Context: an optimization exercise on an open-source flow, tuned for small area and a short achievable clock period. The choices shown serve that exercise and are no tape-out recipe.

Setup of rev 12:
==> flow/design.v <==
`timescale 1ns / 1ps
module Register(Clock, L, ld_lo, ld_hi, inc, dec, Q);
    input wire Clock;
    input wire [15:0] L;
    input wire ld_lo, ld_hi, inc, dec;
    output reg [15:0] Q;
    wire id = inc | dec;
    wire [16:0] c;
    wire [15:0] s;
    assign s[0] = Q[0] ^ id;
    assign c[1] = Q[0] & id;
    genvar i;
    generate
        for (i = 1; i < 16; i = i + 1) begin : g_fa
            wire ci = (i == 8) ? ((inc & (&Q[7:0])) | (dec & (|Q[7:0]))) : c[i];
            assign s[i]   = Q[i] ^ dec ^ ci;
            assign c[i+1] = (Q[i] & dec) | (Q[i] & ci) | (dec & ci);
        end
    endgenerate
    always @(posedge Clock) begin
        Q[7:0]  <= ld_lo ? L[7:0]  : s[7:0];
        Q[15:8] <= ld_hi ? L[15:8] : s[15:8];
    end
endmodule
`timescale 1ns / 1ps
module RegLoadCtl(I, FunSel, L, ld_lo, ld_hi, inc, dec);
    input wire [15:0] I;
    input wire [2:0] FunSel;
    output wire [15:0] L;
    output wire ld_lo, ld_hi, inc, dec;
    wire f_clr = (FunSel == 3'b011);
    wire f_ld  = (FunSel == 3'b010);
    wire f_hi  = (FunSel == 3'b110);
    wire f_sx  = (FunSel == 3'b111);
    assign L[7:0]  = f_clr ? 8'h00 : I[7:0];
    assign L[15:8] = ({8{f_ld}} & I[15:8]) | ({8{f_hi}} & I[7:0]) | ({8{f_sx & I[7]}});
    assign inc   = (FunSel == 3'b001);
    assign dec   = (FunSel == 3'b000);
    assign ld_lo = (FunSel[2] | FunSel[1]) & ~f_hi;              
    assign ld_hi = (FunSel[2] | FunSel[1]) & (FunSel != 3'b101);  
endmodule
module RegisterFile(I, OutASel, OutBSel, FunSel, RegSel, ScrSel, Clock, OutA, OutB);
    input wire [15:0] I;
    input wire [2:0] OutASel, OutBSel;
    input wire [2:0] FunSel;
    input wire [3:0] RegSel, ScrSel;
    input wire Clock;
    output wire [15:0] OutA, OutB;
    wire [15:0] L;
    wire lo, hi, inc, dec;
    RegLoadCtl ctl(.I(I), .FunSel(FunSel), .L(L), .ld_lo(lo), .ld_hi(hi), .inc(inc), .dec(dec));
    wire [7:0] en = ~{RegSel, ScrSel};
    wire [15:0] Q [0:7];
    genvar r;
    generate
        for (r = 0; r < 8; r = r + 1) begin : g_r
            Register R(.Clock(Clock), .L(L),
                       .ld_lo(en[7-r] & lo), .ld_hi(en[7-r] & hi),
                       .inc(en[7-r] & inc), .dec(en[7-r] & dec), .Q(Q[r]));
        end
    endgenerate
    reg [15:0] a, b;
    integer k;
    always @(*) begin
        a = 16'h0;
        b = 16'h0;
        for (k = 0; k < 8; k = k + 1) begin
            a = a | ({16{OutASel == k}} & Q[k]);
            b = b | ({16{OutBSel == k}} & Q[k]);
        end
    end
    assign OutA = a;
    assign OutB = b;
endmodule
`timescale 1ns / 1ps
module AddressRegisterFile(I, OutCSel, OutDSel, FunSel, RegSel, Clock, OutC, OutD);
    input wire [15:0] I;
    input wire [1:0] OutCSel, OutDSel;
    input wire [2:0] FunSel, RegSel;
    input wire Clock;
    output wire [15:0] OutC, OutD;
    wire [15:0] L;
    wire lo, hi, inc, dec;
    RegLoadCtl ctl(.I(I), .FunSel(FunSel), .L(L), .ld_lo(lo), .ld_hi(hi), .inc(inc), .dec(dec));
    wire [2:0] en = ~RegSel;  
    wire [15:0] QPC, QAR, QSP;
    Register PC(.Clock(Clock), .L(L), .ld_lo(en[2] & lo), .ld_hi(en[2] & hi),
                .inc(en[2] & inc), .dec(en[2] & dec), .Q(QPC));
    Register AR(.Clock(Clock), .L(L), .ld_lo(en[1] & lo), .ld_hi(en[1] & hi),
                .inc(en[1] & inc), .dec(en[1] & dec), .Q(QAR));
    Register SP(.Clock(Clock), .L(L), .ld_lo(en[0] & lo), .ld_hi(en[0] & hi),
                .inc(en[0] & inc), .dec(en[0] & dec), .Q(QSP));
    assign OutC = ({16{~OutCSel[1]}} & QPC) | ({16{OutCSel == 2'b10}} & QAR) | ({16{OutCSel == 2'b11}} & QSP);
    assign OutD = ({16{~OutDSel[1]}} & QPC) | ({16{OutDSel == 2'b10}} & QAR) | ({16{OutDSel == 2'b11}} & QSP);
endmodule
`timescale 1ns / 1ps
module InstructionRegister(I, Write, LH, Clock, IROut);
    input wire [7:0] I;
    input wire Write, LH, Clock;
    output reg [15:0] IROut;
    always @(posedge Clock) begin
        if (Write & ~LH) IROut[7:0]  <= I;
        if (Write &  LH) IROut[15:8] <= I;
    end
endmodule
`timescale 1ns / 1ps
module ArithmeticLogicUnit(A, B, FunSel, WF, Clock, ALUOut, FlagsOut);
    input wire [15:0] A, B;
    input wire [4:0] FunSel;
    input wire WF, Clock;
    output wire [15:0] ALUOut;
    output reg [3:0] FlagsOut;    
    wire C = FlagsOut[2];
    wire N = FlagsOut[1];
    wire O = FlagsOut[0];
    wire w = FunSel[4];
    wire [3:0] op = FunSel[3:0];
    wire sub = (op == 4'd6);
    wire [15:0] Bx = B ^ {16{sub}};
    wire cin = sub | ((op == 4'd5) & C);
    wire [8:0]  lo = {1'b0, A[7:0]} + {1'b0, Bx[7:0]} + {8'd0, cin};
    wire [8:0]  hi = {1'b0, A[15:8]} + {1'b0, Bx[15:8]} + {8'd0, lo[8]};
    wire [15:0] sum = {hi[7:0], lo[7:0]};
    reg [3:0] t;
    always @(*) begin
        case (op)
            4'd0:  t = 4'b1100;  
            4'd1:  t = 4'b1010;  
            4'd2:  t = 4'b0011;  
            4'd3:  t = 4'b0101;  
            4'd7:  t = 4'b1000;  
            4'd8:  t = 4'b1110;  
            4'd9:  t = 4'b0110;  
            4'd10: t = 4'b0111;  
            default: t = 4'b0000;
        endcase
    end
    wire [15:0] lg = ({16{t[3]}} & A & B) | ({16{t[2]}} & A & ~B) |
                     ({16{t[1]}} & ~A & B) | ({16{t[0]}} & ~A & ~B);
    wire s_add = (op == 4'd4) | (op == 4'd5) | sub;
    wire s_shl = (op == 4'd11) | (op == 4'd14);
    wire s_shr = (op == 4'd12) | (op == 4'd13) | (op == 4'd15);
    wire lsb  = (op == 4'd14) & (w ? C : A[7]);                   
    wire msb16 = (op == 4'd13) ? A[15] : ((op == 4'd15) & C);     
    wire msb8  = (op == 4'd13) ? A[7]  : ((op == 4'd15) & A[0]);  
    wire [15:0] shl = {A[14:0], lsb};
    wire [15:0] shr = {msb16, A[15:9], w ? A[8] : msb8, A[7:1]};
    wire [15:0] r = ({16{s_add}} & sum) | lg | ({16{s_shl}} & shl) | ({16{s_shr}} & shr);
    assign ALUOut = {r[15:8] & {8{w}}, r[7:0]};
    wire cout = w ? hi[8] : lo[8];
    wire am = w ? A[15] : A[7];
    wire bm = w ? Bx[15] : Bx[7];
    wire rm = w ? ALUOut[15] : ALUOut[7];
    wire Zn = ~|ALUOut;
    wire Cn = s_add ? (cout ^ sub) : s_shl ? am : s_shr ? A[0] : C;
    wire Nn = (op == 4'd13) ? N : rm;
    wire On = s_add ? ((am == bm) & (rm != am)) : O;
    always @(posedge Clock)
        if (WF) FlagsOut <= {Zn, Cn, Nn, On};
endmodule
`timescale 1ns / 1ps
module ArithmeticLogicUnitSystem(
    RF_OutASel, RF_OutBSel, RF_FunSel, RF_RegSel, RF_ScrSel,
    ALU_FunSel, ALU_WF,
    ARF_OutCSel, ARF_OutDSel, ARF_FunSel, ARF_RegSel,
    IR_LH, IR_Write,
    MemOut,
    MuxASel, MuxBSel, MuxCSel, Clock,
    OutA, OutB, ALUOut, Flags_out, OutC, Address, IROut, MuxCOut);
    input wire [2:0] RF_OutASel, RF_OutBSel, RF_FunSel;
    input wire [3:0] RF_RegSel, RF_ScrSel;
    output wire [15:0] OutA, OutB;
    input wire [4:0] ALU_FunSel;
    input wire ALU_WF;
    output wire [15:0] ALUOut;
    output wire [3:0] Flags_out;
    input wire [1:0] ARF_OutCSel, ARF_OutDSel;
    input wire [2:0] ARF_FunSel, ARF_RegSel;
    output wire [15:0] OutC;
    wire [15:0] OutD;
    input wire IR_LH;
    input wire IR_Write;
    output wire [15:0] IROut;
    output wire [15:0] Address;
    input wire [7:0] MemOut;
    input wire [1:0] MuxASel;
    wire [15:0] MuxAOut;
    input wire [1:0] MuxBSel;
    wire [15:0] MuxBOut;
    input wire MuxCSel;
    output wire [7:0] MuxCOut;
    input wire Clock;
    assign Address = OutD;
    assign MuxCOut = (MuxCSel == 1'b0) ? ALUOut[7:0] : ALUOut[15:8];
        ArithmeticLogicUnit ALU(
            .A(OutA),
            .B(OutB),
            .FunSel(ALU_FunSel),
            .WF(ALU_WF),
            .Clock(Clock),
            .ALUOut(ALUOut),
            .FlagsOut(Flags_out)
        );
        assign MuxAOut = (MuxASel == 2'b00) ? ALUOut :
                         (MuxASel == 2'b01) ? OutC :
                         (MuxASel == 2'b10) ? {{8{1'b0}}, MemOut} :
                         IROut;
        assign MuxBOut = (MuxBSel == 2'b00) ? ALUOut :
                 (MuxBSel == 2'b01) ? OutC :
                 (MuxBSel == 2'b10) ? {{8{1'b0}}, MemOut} :
                 IROut;
        InstructionRegister IR(
            .I(MemOut),
            .Write(IR_Write),
            .LH(IR_LH),
            .Clock(Clock),
            .IROut(IROut)
        );
        RegisterFile RF(
            .I(MuxAOut),
            .OutASel(RF_OutASel),
            .OutBSel(RF_OutBSel),
            .FunSel(RF_FunSel),
            .RegSel(RF_RegSel),
            .ScrSel(RF_ScrSel),
            .Clock(Clock),
            .OutA(OutA),
            .OutB(OutB)
        );
        AddressRegisterFile ARF(
            .I(MuxBOut),
            .OutCSel(ARF_OutCSel),
            .OutDSel(ARF_OutDSel),
            .FunSel(ARF_FunSel),
            .RegSel(ARF_RegSel),
            .Clock(Clock),
            .OutC(OutC),
            .OutD(OutD)
        );
endmodule
==> flow/config.mk <==
export PLATFORM = sky130hd
export DESIGN_NAME = ArithmeticLogicUnitSystem
export DESIGN_NICKNAME = ArithmeticLogicUnitSystem
export VERILOG_FILES = /design/flow/design.v
export SDC_FILE = /design/flow/constraint.sdc
export NUM_CORES = 4
export LEC_CHECK = 0
export CAP_MARGIN = 20
export CORE_MARGIN = 2
export CORE_UTILIZATION = 40
export SETUP_SLACK_MARGIN = 0.2
export SLEW_MARGIN = 20
==> flow/constraint.sdc <==
create_clock -name core_clock -period 9.0 [get_ports {Clock}]
set_input_delay 1.8000 -clock core_clock [delete_from_list [all_inputs] [get_ports {Clock}]]
set_output_delay 1.8000 -clock core_clock [all_outputs]
set_load 0.01 [all_outputs]
run.sh (not shown) runs the stock make flow with config.mk's settings and CLKGATE_MAP_FILE= SYNTH_SCRIPT=/design/flow/synth_recipe.tcl, a recipe that flattens the netlist after the stock synthesis.
Rev 12 finished every step from synthesis to the final layout, and the layout passed the timing, design-rule and antenna checks.
What rev 13 does differently from rev 12 at the input level:
Settings: SETUP_SLACK_MARGIN now 2.5, was 0.2.
[summary]
- Setup slack after layout: rev 13 vs rev 12 up 0.29 ns
- [compare] base=rev 12 new=rev 13: number of violations reported at the end of detailed-routing iteration 0 picked up an extra 15%, wire length picked up an extra 4.1%, sequential cell area neither gained nor lost much, final instance area picked up an extra 1200 sq um.
No functional check of the RTL was part of any run of this note.

==> separate check: timing with driven ports <==
No port has a modelled driver above. Below, the same layouts with a new extraction and two added sets of constraints. Step 1 (the two cells are an assumption about what drives the block):
set clk [get_ports {Clock}]
set_driving_cell -lib_cell sky130_fd_sc_hd__clkbuf_16 $clk
set_driving_cell -lib_cell sky130_fd_sc_hd__buf_2 [delete_from_list [all_inputs] $clk]
Step 2 moves the port delays by t, midway between the first and last clock arrival at a register: inputs arrive t later, outputs are due t later. That takes back most of the time a late clock gives input paths. a / b / c = ideal / step 1 / step 2; a / b = the first two.
run	t (ns)	setup WS [ns]	pins driven straight from the clock port
rev 12	0.550	0.338 / 0.289 / 0.289	1
rev 13	0.529	0.632 / 0.556 / 0.556	1
After both steps setup and hold are still met in every run listed. For rev 13, which loses most, drivers alone change the setup slack by -0.076 ns; drivers and shift together by -0.076 ns.
